Background: an optimization exercise with open tools, aiming at small area, a short achievable clock period and few clock cycles per item. Do not read the settings as production practice.
RTL that was checked went through simulation tests only; none was proved equivalent to the original.

## phase_ctrl
module phase_ctrl(
                  input             clk,
                  input             resetn,
                  input             i2c_wr,
                  input  [15:0]     i2c_wdata,
                  input  [3:0]      i2c_addr,
                  input             fifo_empty,
                  input  [17:0]     fifo_rdata,
                  output            fifo_rden,
                  output reg [17:0] fifo_wdata,
                  output            fifo_wren,
                  input             fifo_almost_full
                 );
==> flow/config.mk <==
export PLATFORM = sky130hd
export DESIGN_NAME = phase_ctrl
export DESIGN_NICKNAME = phase_ctrl
export VERILOG_FILES = /design/flow/design.v
export SDC_FILE = /design/flow/constraint.sdc
export NUM_CORES = 4
export LEC_CHECK = 0
export ABC_AREA = 1
export CAP_MARGIN = 20
export CORE_MARGIN = 2
export CORE_UTILIZATION = 40
export SETUP_SLACK_MARGIN = 4.4
export SLEW_MARGIN = 20
==> flow/constraint.sdc <==
create_clock -name core_clock -period 8.0 [get_ports {clk}]
set_input_delay 1.6000 -clock core_clock [delete_from_list [all_inputs] [get_ports {clk}]]
set_output_delay 1.6000 -clock core_clock [all_outputs]
set_load 0.01 [all_outputs]
run.sh (not shown) runs the stock make flow with config.mk's settings and CLKGATE_MAP_FILE= SYNTH_SCRIPT=/design/flow/synth_recipe.tcl, a recipe that flattens the netlist after the stock synthesis.
Testbench counts at the start, summed over its fixed seeds: cycles 2,344, frames 384.
Edit:
--- a/flow/config.mk
+++ b/flow/config.mk
@@ -11,2 +11,4 @@
 export CORE_UTILIZATION = 40
+export CTS_BUF_LIST = sky130_fd_sc_hd__clkbuf_4 sky130_fd_sc_hd__clkbuf_8
+export CTS_CLUSTER_SIZE = 30
 export SETUP_SLACK_MARGIN = 4.4
Outcome: Non-clock buffer count increases by 8; clock skew increases by 7.6 ps; core utilization stays flat; sequential share of layout area barely changes.
Edit:
--- a/flow/config.mk
+++ b/flow/config.mk
@@ -11,5 +11,3 @@
 export CORE_UTILIZATION = 40
-export CTS_BUF_LIST = sky130_fd_sc_hd__clkbuf_4 sky130_fd_sc_hd__clkbuf_8
-export CTS_CLUSTER_SIZE = 30
-export SETUP_SLACK_MARGIN = 4.4
+export SETUP_SLACK_MARGIN = 4.3
 export SLEW_MARGIN = 20
The new run finished with timing, DRC and antenna clean.
Non-clock buffer count falls by 32.
Design area decreases by a few percent.
Count of clock-buffer cells in the layout went down by 24.
Area after synthesis stays the same.
Register-to-register slack gets worse by 160 ps.
Maximum frequency shrinks by a few percent.
Hold slack is better by 7.4 ps.
Setup slack degrades by 160 ps.

Another version of the RTL of phase_ctrl (not shown whole).
Size: roughly 2700 cells after synthesis, ~240 flip-flops, ~63 I/O pins, roughly 23000 um2 of cells after synthesis.
Settings: LEC_CHECK=0, CAP_MARGIN=20, CORE_MARGIN=2, CORE_UTILIZATION=40, SETUP_SLACK_MARGIN=4.0, SLEW_MARGIN=20; clock period 8.0 ns.
Next try:
Settings changed: ABC_AREA from default to 1.
The new run passed the timing, design-rule and antenna checks.
Wire length went down by 32%.
Global-route usage went down by 3.5 points.
Setup slack gains 0.0095 ns.
Cell count went down by 23%.
Core utilization went down by 0.37 points.
Die area went down by 18%.
Area after synthesis went down by 18%.
Final area went down by 18%.
No functional check of the RTL was part of any run of this note.

Setup of build 20:
Another version of the RTL of phase_ctrl (not shown whole).
For scale: ~1400 cells after synthesis, roughly 63 I/O pins, roughly 18000 um^2 of cells after synthesis.
Design phase_ctrl, start of the top module:
module phase_ctrl(
                  input             clk,
                  input             resetn,
                  input             i2c_wr,
                  input  [15:0]     i2c_wdata,
                  input  [3:0]      i2c_addr,
                  input             fifo_empty,
                  input  [17:0]     fifo_rdata,
                  output            fifo_rden,
                  output     [17:0] fifo_wdata,
                  output            fifo_wren,
                  input             fifo_almost_full
                 );
export LEC_CHECK = 0
export ABC_CLOCK_PERIOD_IN_PS = 3600
export CAP_MARGIN = 20
export CORE_MARGIN = 2
export CORE_UTILIZATION = 40
export CTS_CLUSTER_DIAMETER = 100
export CTS_CLUSTER_SIZE = 25
export SETUP_SLACK_MARGIN = 4.2
export SLEW_MARGIN = 20
create_clock -name core_clock -period 8.0 [get_ports {clk}]
standard.sh (not shown) runs the stock make flow with config.mk's settings and CLKGATE_MAP_FILE= SYNTH_SCRIPT=/design/flow/synth_recipe.tcl, a recipe that flattens the netlist after the stock synthesis.
==> flow/flow/run.sh <==
#!/bin/bash
# Own flow: the standard flow (standard.sh) with two extra netlist steps
# between Yosys and the rest of the layout.  Only combinational cells change;
# the registers are Yosys's own, with their names and cell types.
#  1. fa_polarity.py removes inverters around the full-adder cells: a full
#     adder fed complemented inputs computes complemented outputs.
#  2. remap.py + ABC (area.abc) re-map the plain logic for area, keeping the
#     flip-flops, full/half adders and tie cells as they are.
# The ports are buffered with the smallest buffer cell (buffer_ports
# -buffer_cell) instead of the delay cell buffer_ports picks by itself.
# Each step is proved equivalent to its input netlist (check_eq.ys); a step
# whose proof fails is dropped.
set -euo pipefail
W=$PWD
RES=$W/orfs/results/sky130hd/phase_ctrl/base
YOSYS=$FLOW_HOME/../tools/install/yosys/bin/yosys
LIB=$FLOW_HOME/platforms/sky130hd/lib/sky130_fd_sc_hd__tt_025C_1v80.lib

check() {  # check GOLD GATE LOG
    sed -e "s#LIBFILE#$LIB#" -e "s#GOLDFILE#$1#" -e "s#GATEFILE#$2#" flow/check_eq.ys > $3.ys
    "$YOSYS" -q $3.ys > $3.log 2>&1
}

bash standard.sh $RES/1_2_yosys.v > synth.log 2>&1
cp $RES/1_2_yosys.v $W/netlist_yosys.v
CUR=$W/netlist_yosys.v

if python3 flow/fa_polarity.py $CUR $W/netlist_fapol.v > fa_polarity.log 2>&1 &&
   check $CUR $W/netlist_fapol.v check_fapol; then
    CUR=$W/netlist_fapol.v
    echo "fa_polarity: used" >> fa_polarity.log
else
    echo "fa_polarity: dropped" >> fa_polarity.log
fi

if python3 flow/remap.py $LIB $CUR $W/netlist_remap.v $W/flow/area.abc > remap_run.ys 2> remap_py.log &&
   "$YOSYS" -q remap_run.ys > remap.log 2>&1 &&
   check $CUR $W/netlist_remap.v check_remap; then
    CUR=$W/netlist_remap.v
    echo "remap: used" >> remap.log
else
    echo "remap: dropped" >> remap.log
fi

cp $CUR $RES/1_2_yosys.v
bash standard.sh finish BUFFER_PORTS_ARGS="-buffer_cell sky130_fd_sc_hd__buf_1" > layout.log 2>&1
==> flow/flow/area.abc <==
&get -n
&st
&dch -f
&nf -R 20
&st
&syn2
&dch -f
&nf -R 20
&st
&synch2
&nf -R 20
&put
topo
stime -c
Other scripts of this flow, unchanged in this note and not shown: flow/flow/check_eq.ys, flow/flow/fa_polarity.py, flow/flow/remap.py
Testbench counts of build 20, summed over its fixed seeds: cycles 2,336, frames 384.
Input-level comparison between build 40 and build 20:
# build 20
export LEC_CHECK = 0
export ABC_CLOCK_PERIOD_IN_PS = 3600
export CAP_MARGIN = 20
export CORE_MARGIN = 2
export CORE_UTILIZATION = 40
export CTS_CLUSTER_DIAMETER = 100
export CTS_CLUSTER_SIZE = 25
export SETUP_SLACK_MARGIN = 4.2
export SLEW_MARGIN = 20
create_clock -name core_clock -period 8.0 [get_ports {clk}]
# build 40
export LEC_CHECK = 0
export ABC_CLOCK_PERIOD_IN_PS = 3600
export CAP_MARGIN = 20
export CORE_MARGIN = 2
export CORE_UTILIZATION = 55
export CTS_CLUSTER_DIAMETER = 100
export CTS_CLUSTER_SIZE = 25
export SETUP_SLACK_MARGIN = 4.3
export SLEW_MARGIN = 20
create_clock -name core_clock -period 8.0 [get_ports {clk}]
--- outcome ---
Where worst hold slack is concerned, build 20 is better than build 40. Looking at worst setup path endpoint, the fifo_rden result is from build 40; the Y[12] one comes from build 20. Build 40 vs. build 20: met1 layer wirelength in the final routing higher; fraction of area in non-clock buffers higher. For build 40, the master of the slowest instance on the critical path was sky130_fd_sc_hd__dfrtp_2, unlike build 20, where it was sky130_fd_sc_hd__fa_1. Build 40 vs build 20: global-route wire length before repair down in build 40. Every stage of the flow completed for build 20, and the final layout passed the timing, design-rule and antenna checks. The final layout from build 40, which completed every stage, passed the timing, design-rule and antenna checks at the end of the flow. Number of nets in the final layout ends up higher on build 40.
The following lists how build 71 was set up differently from build 40:
# build 40
export LEC_CHECK = 0
export ABC_CLOCK_PERIOD_IN_PS = 3600
export CAP_MARGIN = 20
export CORE_MARGIN = 2
export CORE_UTILIZATION = 55
export CTS_CLUSTER_DIAMETER = 100
export CTS_CLUSTER_SIZE = 25
export SETUP_SLACK_MARGIN = 4.3
export SLEW_MARGIN = 20
create_clock -name core_clock -period 8.0 [get_ports {clk}]
# build 71
export LEC_CHECK = 0
export ABC_CLOCK_PERIOD_IN_PS = 3600
export CAP_MARGIN = 20
export CORE_MARGIN = 2
export CORE_UTILIZATION = 40
export CTS_CLUSTER_DIAMETER = 100
export CTS_CLUSTER_SIZE = 25
export SETUP_SLACK_MARGIN = 4.3
export SLEW_MARGIN = 20
create_clock -name core_clock -period 8.0 [get_ports {clk}]
diff --git a/flow/flow/run.sh b/flow/flow/run.sh
--- a/flow/flow/run.sh
+++ b/flow/flow/run.sh
@@ -8,4 +8,2 @@
 #     flip-flops, full/half adders and tie cells as they are.
-# The ports are buffered with the smallest buffer cell (buffer_ports
-# -buffer_cell) instead of the delay cell buffer_ports picks by itself.
 # Each step is proved equivalent to its input netlist (check_eq.ys); a step
@@ -45,2 +43,2 @@
 cp $CUR $RES/1_2_yosys.v
-bash standard.sh finish BUFFER_PORTS_ARGS="-buffer_cell sky130_fd_sc_hd__buf_1" > layout.log 2>&1
+bash standard.sh > layout.log 2>&1
--- outcome ---
Build 71 completed; timing, DRC and antenna clean. Looking at headroom to the max-slew limit, build 71 sits above build 40. Overall via count from detail_route delta (build 40 -> build 71): insignificant. Pin slew with the least headroom to its limit: build 71 and build 40 compared, higher one is build 40. In the reports for build 71 and build 40, the larger core box area belongs to build 71.
For build 16, these inputs were changed with respect to build 71:
diff --git a/flow/flow/run.sh b/flow/flow/run.sh
--- a/flow/flow/run.sh
+++ b/flow/flow/run.sh
@@ -6,4 +6,7 @@
 #     adder fed complemented inputs computes complemented outputs.
-#  2. remap.py + ABC (area.abc) re-map the plain logic for area, keeping the
+#  2. remap.py + ABC (area.abc) re-map the plain logic (one plain &dch; &nf mapping, without
+#     the sizing and buffering that the layout redoes), keeping the
 #     flip-flops, full/half adders and tie cells as they are.
+# The ports are buffered with the smallest buffer cell (buffer_ports
+# -buffer_cell) instead of the delay cell buffer_ports picks by itself.
 # Each step is proved equivalent to its input netlist (check_eq.ys); a step
@@ -43,2 +46,2 @@
 cp $CUR $RES/1_2_yosys.v
-bash standard.sh > layout.log 2>&1
+bash standard.sh finish BUFFER_PORTS_ARGS="-buffer_cell sky130_fd_sc_hd__buf_1" > layout.log 2>&1
==> flow/flow/area.abc <==
&get -n
&st
&dch
&nf
&put
topo
==> comparison <==
Diff build 71 -> build 16: worst hold slack now smaller, final wirelength rose by 0.87%. Diff build 71 -> build 16: count of buffering cells on the critical path with inverters included stayed essentially flat, synthesized instance count higher, fmax level.

Another version of the RTL of phase_ctrl (not shown whole).
Size: about 63 I/O pins.
==> flow/config.mk <==
export PLATFORM = sky130hd
export DESIGN_NAME = phase_ctrl
export DESIGN_NICKNAME = phase_ctrl
export VERILOG_FILES = /design/flow/design.v
export SDC_FILE = /design/flow/constraint.sdc
export NUM_CORES = 4
export LEC_CHECK = 0
export ABC_CLOCK_PERIOD_IN_PS = 3600
export CAP_MARGIN = 20
export CORE_MARGIN = 2
export CORE_UTILIZATION = 40
export CTS_CLUSTER_DIAMETER = 100
export CTS_CLUSTER_SIZE = 25
export SETUP_SLACK_MARGIN = 4.3
export SLEW_MARGIN = 20
export TNS_END_PERCENT = 10
==> flow/constraint.sdc <==
create_clock -name core_clock -period 8.0 [get_ports {clk}]
set_input_delay 1.6000 -clock core_clock [delete_from_list [all_inputs] [get_ports {clk}]]
set_output_delay 1.6000 -clock core_clock [all_outputs]
set_load 0.01 [all_outputs]
==> flow/flow/run.sh <==
#!/bin/bash
# Own flow: the standard flow (standard.sh) with two extra netlist steps
# between Yosys and the rest of the layout.  Only combinational cells change;
# the registers are Yosys's own, with their names and cell types.
#  1. fa_polarity.py removes inverters around the full-adder cells: a full
#     adder fed complemented inputs computes complemented outputs.
#  2. remap.py + ABC (area.abc) re-map the plain logic for area, keeping the
#     flip-flops, full/half adders and tie cells as they are.
# The ports are buffered with the smallest buffer cell (buffer_ports
# -buffer_cell) instead of the delay cell buffer_ports picks by itself.
# Each step is proved equivalent to its input netlist (check_eq.ys); a step
# whose proof fails is dropped.
set -euo pipefail
W=$PWD
RES=$W/orfs/results/sky130hd/phase_ctrl/base
YOSYS=$FLOW_HOME/../tools/install/yosys/bin/yosys
LIB=$FLOW_HOME/platforms/sky130hd/lib/sky130_fd_sc_hd__tt_025C_1v80.lib

check() {  # check GOLD GATE LOG
    sed -e "s#LIBFILE#$LIB#" -e "s#GOLDFILE#$1#" -e "s#GATEFILE#$2#" flow/check_eq.ys > $3.ys
    "$YOSYS" -q $3.ys > $3.log 2>&1
}

bash standard.sh $RES/1_2_yosys.v > synth.log 2>&1
cp $RES/1_2_yosys.v $W/netlist_yosys.v
CUR=$W/netlist_yosys.v

if python3 flow/fa_polarity.py $CUR $W/netlist_fapol.v > fa_polarity.log 2>&1 &&
   check $CUR $W/netlist_fapol.v check_fapol; then
    CUR=$W/netlist_fapol.v
    echo "fa_polarity: used" >> fa_polarity.log
else
    echo "fa_polarity: dropped" >> fa_polarity.log
fi

if python3 flow/remap.py $LIB $CUR $W/netlist_remap.v $W/flow/area.abc > remap_run.ys 2> remap_py.log &&
   "$YOSYS" -q remap_run.ys > remap.log 2>&1 &&
   check $CUR $W/netlist_remap.v check_remap; then
    CUR=$W/netlist_remap.v
    echo "remap: used" >> remap.log
else
    echo "remap: dropped" >> remap.log
fi

cp $CUR $RES/1_2_yosys.v
bash standard.sh finish BUFFER_PORTS_ARGS="-buffer_cell sky130_fd_sc_hd__buf_1" > layout.log 2>&1
Other scripts of this flow, unchanged in this note and not shown: flow/flow/area.abc, flow/flow/check_eq.ys, flow/flow/fa_polarity.py, flow/flow/remap.py
Testbench counts at the start, summed over its fixed seeds: cycles 2,336, frames 384.
Next try:
--- a/flow/config.mk
+++ b/flow/config.mk
@@ -11,0 +12 @@
+export CTS_BUF_LIST = sky130_fd_sc_hd__clkbuf_8 sky130_fd_sc_hd__clkbuf_16
@@ -16 +16,0 @@
-export TNS_END_PERCENT = 10
- The new run went through all stages and came out clean
- clock skew drops by 5.0 ps
- design area goes up by 0.50%
- sequential cell count stays the same

== run A ==
RTL: one of the versions met above, not the one the previous note started from.
For scale: about 63 I/O pins.
==> flow/config.mk <==
export PLATFORM = sky130hd
export DESIGN_NAME = phase_ctrl
export DESIGN_NICKNAME = phase_ctrl
export VERILOG_FILES = /design/flow/design.v
export SDC_FILE = /design/flow/constraint.sdc
export NUM_CORES = 4
export LEC_CHECK = 0
export ABC_CLOCK_PERIOD_IN_PS = 3600
export CAP_MARGIN = 20
export CORE_MARGIN = 2
export CORE_UTILIZATION = 40
export CTS_CLUSTER_DIAMETER = 110
export CTS_CLUSTER_SIZE = 32
export SETUP_SLACK_MARGIN = 4.3
export SLEW_MARGIN = 20
==> flow/constraint.sdc <==
create_clock -name core_clock -period 8.0 [get_ports {clk}]
set_input_delay 1.6000 -clock core_clock [delete_from_list [all_inputs] [get_ports {clk}]]
set_output_delay 1.6000 -clock core_clock [all_outputs]
set_load 0.01 [all_outputs]
==> flow/flow/run.sh <==
#!/bin/bash
# Own flow: the standard flow (standard.sh) with two extra netlist steps
# between Yosys and the rest of the layout.  Only combinational cells change;
# the registers are Yosys's own, with their names and cell types.
#  1. fa_polarity.py removes inverters around the full-adder cells: a full
#     adder fed complemented inputs computes complemented outputs.
#  2. remap.py + ABC (area.abc) re-map the plain logic for area, keeping the
#     flip-flops, full/half adders and tie cells as they are.
# Each step is proved equivalent to its input netlist (check_eq.ys); a step
# whose proof fails is dropped.
set -euo pipefail
W=$PWD
RES=$W/orfs/results/sky130hd/phase_ctrl/base
YOSYS=$FLOW_HOME/../tools/install/yosys/bin/yosys
LIB=$FLOW_HOME/platforms/sky130hd/lib/sky130_fd_sc_hd__tt_025C_1v80.lib

check() {  # check GOLD GATE LOG
    sed -e "s#LIBFILE#$LIB#" -e "s#GOLDFILE#$1#" -e "s#GATEFILE#$2#" flow/check_eq.ys > $3.ys
    "$YOSYS" -q $3.ys > $3.log 2>&1
}

bash standard.sh $RES/1_2_yosys.v > synth.log 2>&1
cp $RES/1_2_yosys.v $W/netlist_yosys.v
CUR=$W/netlist_yosys.v

if python3 flow/fa_polarity.py $CUR $W/netlist_fapol.v > fa_polarity.log 2>&1 &&
   check $CUR $W/netlist_fapol.v check_fapol; then
    CUR=$W/netlist_fapol.v
    echo "fa_polarity: used" >> fa_polarity.log
else
    echo "fa_polarity: dropped" >> fa_polarity.log
fi

if python3 flow/remap.py $LIB $CUR $W/netlist_remap.v $W/flow/area.abc > remap_run.ys 2> remap_py.log &&
   "$YOSYS" -q remap_run.ys > remap.log 2>&1 &&
   check $CUR $W/netlist_remap.v check_remap; then
    CUR=$W/netlist_remap.v
    echo "remap: used" >> remap.log
else
    echo "remap: dropped" >> remap.log
fi

cp $CUR $RES/1_2_yosys.v
bash standard.sh > layout.log 2>&1
Other scripts of this flow, unchanged in this note and not shown: flow/flow/area.abc, flow/flow/check_eq.ys, flow/flow/fa_polarity.py, flow/flow/remap.py
Run A ran to completion and came out clean on the timing, design-rule and antenna checks.
Testbench counts of run A, summed over its fixed seeds: cycles 2,336, frames 384.
### run A -> run B
- changing SETUP_SLACK_MARGIN from 4.3 to 4.4
- changing CTS_CLUSTER_DIAMETER from 110 to 100
- changing CTS_CLUSTER_SIZE from 32 to 25
diff --git a/flow/flow/run.sh b/flow/flow/run.sh
--- a/flow/flow/run.sh
+++ b/flow/flow/run.sh
@@ -7,4 +7,6 @@
 #  2. remap.py + ABC (area.abc) re-map the plain logic for area, keeping the
 #     flip-flops, full/half adders and tie cells as they are.
+# The ports are buffered with the smallest buffer cell (buffer_ports
+# -buffer_cell) instead of the delay cell buffer_ports picks by itself.
 # Each step is proved equivalent to its input netlist (check_eq.ys); a step
 # whose proof fails is dropped.
@@ -42,3 +44,3 @@
 
 cp $CUR $RES/1_2_yosys.v
-bash standard.sh > layout.log 2>&1
+bash standard.sh finish BUFFER_PORTS_ARGS="-buffer_cell sky130_fd_sc_hd__buf_1" > layout.log 2>&1
==> run summary <==
Area overhead of the layout relative to synthesis came out higher on run B than on run A.
Count of plain and timing-repair buffers in the layout (run A / run B): 0.911
Diff run A -> run B | wire length of the first global-routing pass | increase of 2.1%
Compared to run A, run B has clock buffer count from CTS 2 higher.
Looking only at setup slack after layout, and setting everything else aside, the higher value of run A and run B goes to run B.
Run B reports its worst-path cell with the longest stage delay as dfstp_2 while run A reports clkdlybuf4s15_1.
| register-to-register slack | run B vs run A | ≈ equal |
There was hardly any difference in wire length between run B and run A.
Run B: number of cell instances on the worst register-to-register path is 1 lower than what run A reported.
Here is what was changed in the inputs of run C compared with run B.
- SETUP_SLACK_MARGIN changed from 4.4 to 4.5
Findings:
Summary of run C over run B: total cell area at the placement stage held steady; largest net degree at the start of global routing higher.
From run B to run C the numbers moved as follows: share of final-layout standard cells stronger than drive strength 1 rose 7.3 points, number of iterations in the first detailed-routing pass went up.
Critical path depth delta for run C relative to run B: 3 lower
Run C ends up with a global-route usage over all layers that is 0.62 points higher than in run B.
Of run C and run B, the run reporting the higher design area was run C.
Summary of run C over run B: achievable frequency moved up, multi-input logic portion of the cell area moved down.

-- separate check: timing with driven ports --
How much do the figures lean on ideal ports? The routed layouts below were timed once more, with nothing changed but the port constraints.
Step 1: set_driving_cell puts a clkbuf_16 on clk and a buf_2 on each other input, an assumption about the parent block.
Step 2 adds t to the input delays and takes it off the output delays; t is the mean of the earliest and latest rising clock arrival at the registers after step 1. Input paths then give back, and output paths get back, about the clock's delay inside the block.
a / b / c = ideal ports / drivers / drivers and shift; a / b = the first two.
| run | t (ns) | setup WS [ns] | hold slack, ns | clock arrival spread, ns | cell pins on the clock port's net |
|---|---|---|---|---|---|
| the first run of note 1 | 0.642 | 4.369 / 4.369 / 4.275 | 0.416 / 0.416 / 0.416 | 0.034 / 0.034 | 1 |
| the second run of note 1 | 0.686 | 4.416 / 4.407 / 4.220 | 0.410 / 0.410 / 0.410 | 0.042 / 0.042 | 1 |
| the third run of note 1 | 0.647 | 4.257 / 4.257 / 4.257 | 0.417 / 0.417 / 0.417 | 0.031 / 0.032 | 1 |
| the first run of note 2 | 0.626 | 3.325 / 3.325 / 3.325 | 0.415 / 0.415 / 0.415 | 0.038 / 0.038 | 1 |
| the second run of note 2 | 0.637 | 3.335 / 3.335 / 3.335 | 0.414 / 0.414 / 0.414 | 0.023 / 0.023 | 1 |
| build 20 | 0.566 | 4.210 / 4.210 / 4.210 | 0.417 / 0.417 / 0.417 | 0.016 / 0.016 | 1 |
| build 40 | 0.568 | 4.348 / 4.294 / 4.355 | 0.412 / 0.412 / 0.412 | 0.026 / 0.026 | 1 |
| build 71 | 0.573 | 4.350 / 4.307 / 4.187 | 0.420 / 0.420 / 0.420 | 0.019 / 0.019 | 1 |
| build 16 | 0.576 | 4.344 / 4.344 / 4.344 | 0.411 / 0.411 / 0.411 | 0.024 / 0.024 | 1 |
| the first run of note 4 | 0.573 | 4.261 / 4.247 / 4.247 | 0.416 / 0.416 / 0.416 | 0.022 / 0.022 | 1 |
| the second run of note 4 | 0.558 | 4.367 / 4.344 / 4.344 | 0.421 / 0.421 / 0.421 | 0.017 / 0.017 | 1 |
| run A | 0.569 | 4.312 / 4.287 / 4.200 | 0.421 / 0.421 / 0.421 | 0.029 / 0.029 | 1 |
| run B | 0.579 | 4.373 / 4.373 / 4.373 | 0.408 / 0.408 / 0.408 | 0.022 / 0.021 | 1 |
| run C | 0.577 | 4.422 / 4.392 / 3.931 | 0.416 / 0.416 / 0.416 | 0.018 / 0.018 | 1 |
After both steps every run listed still meets setup and hold. The setup slack of run C, which loses most, moves by -0.030 ns with the drivers and by -0.491 ns with both steps.
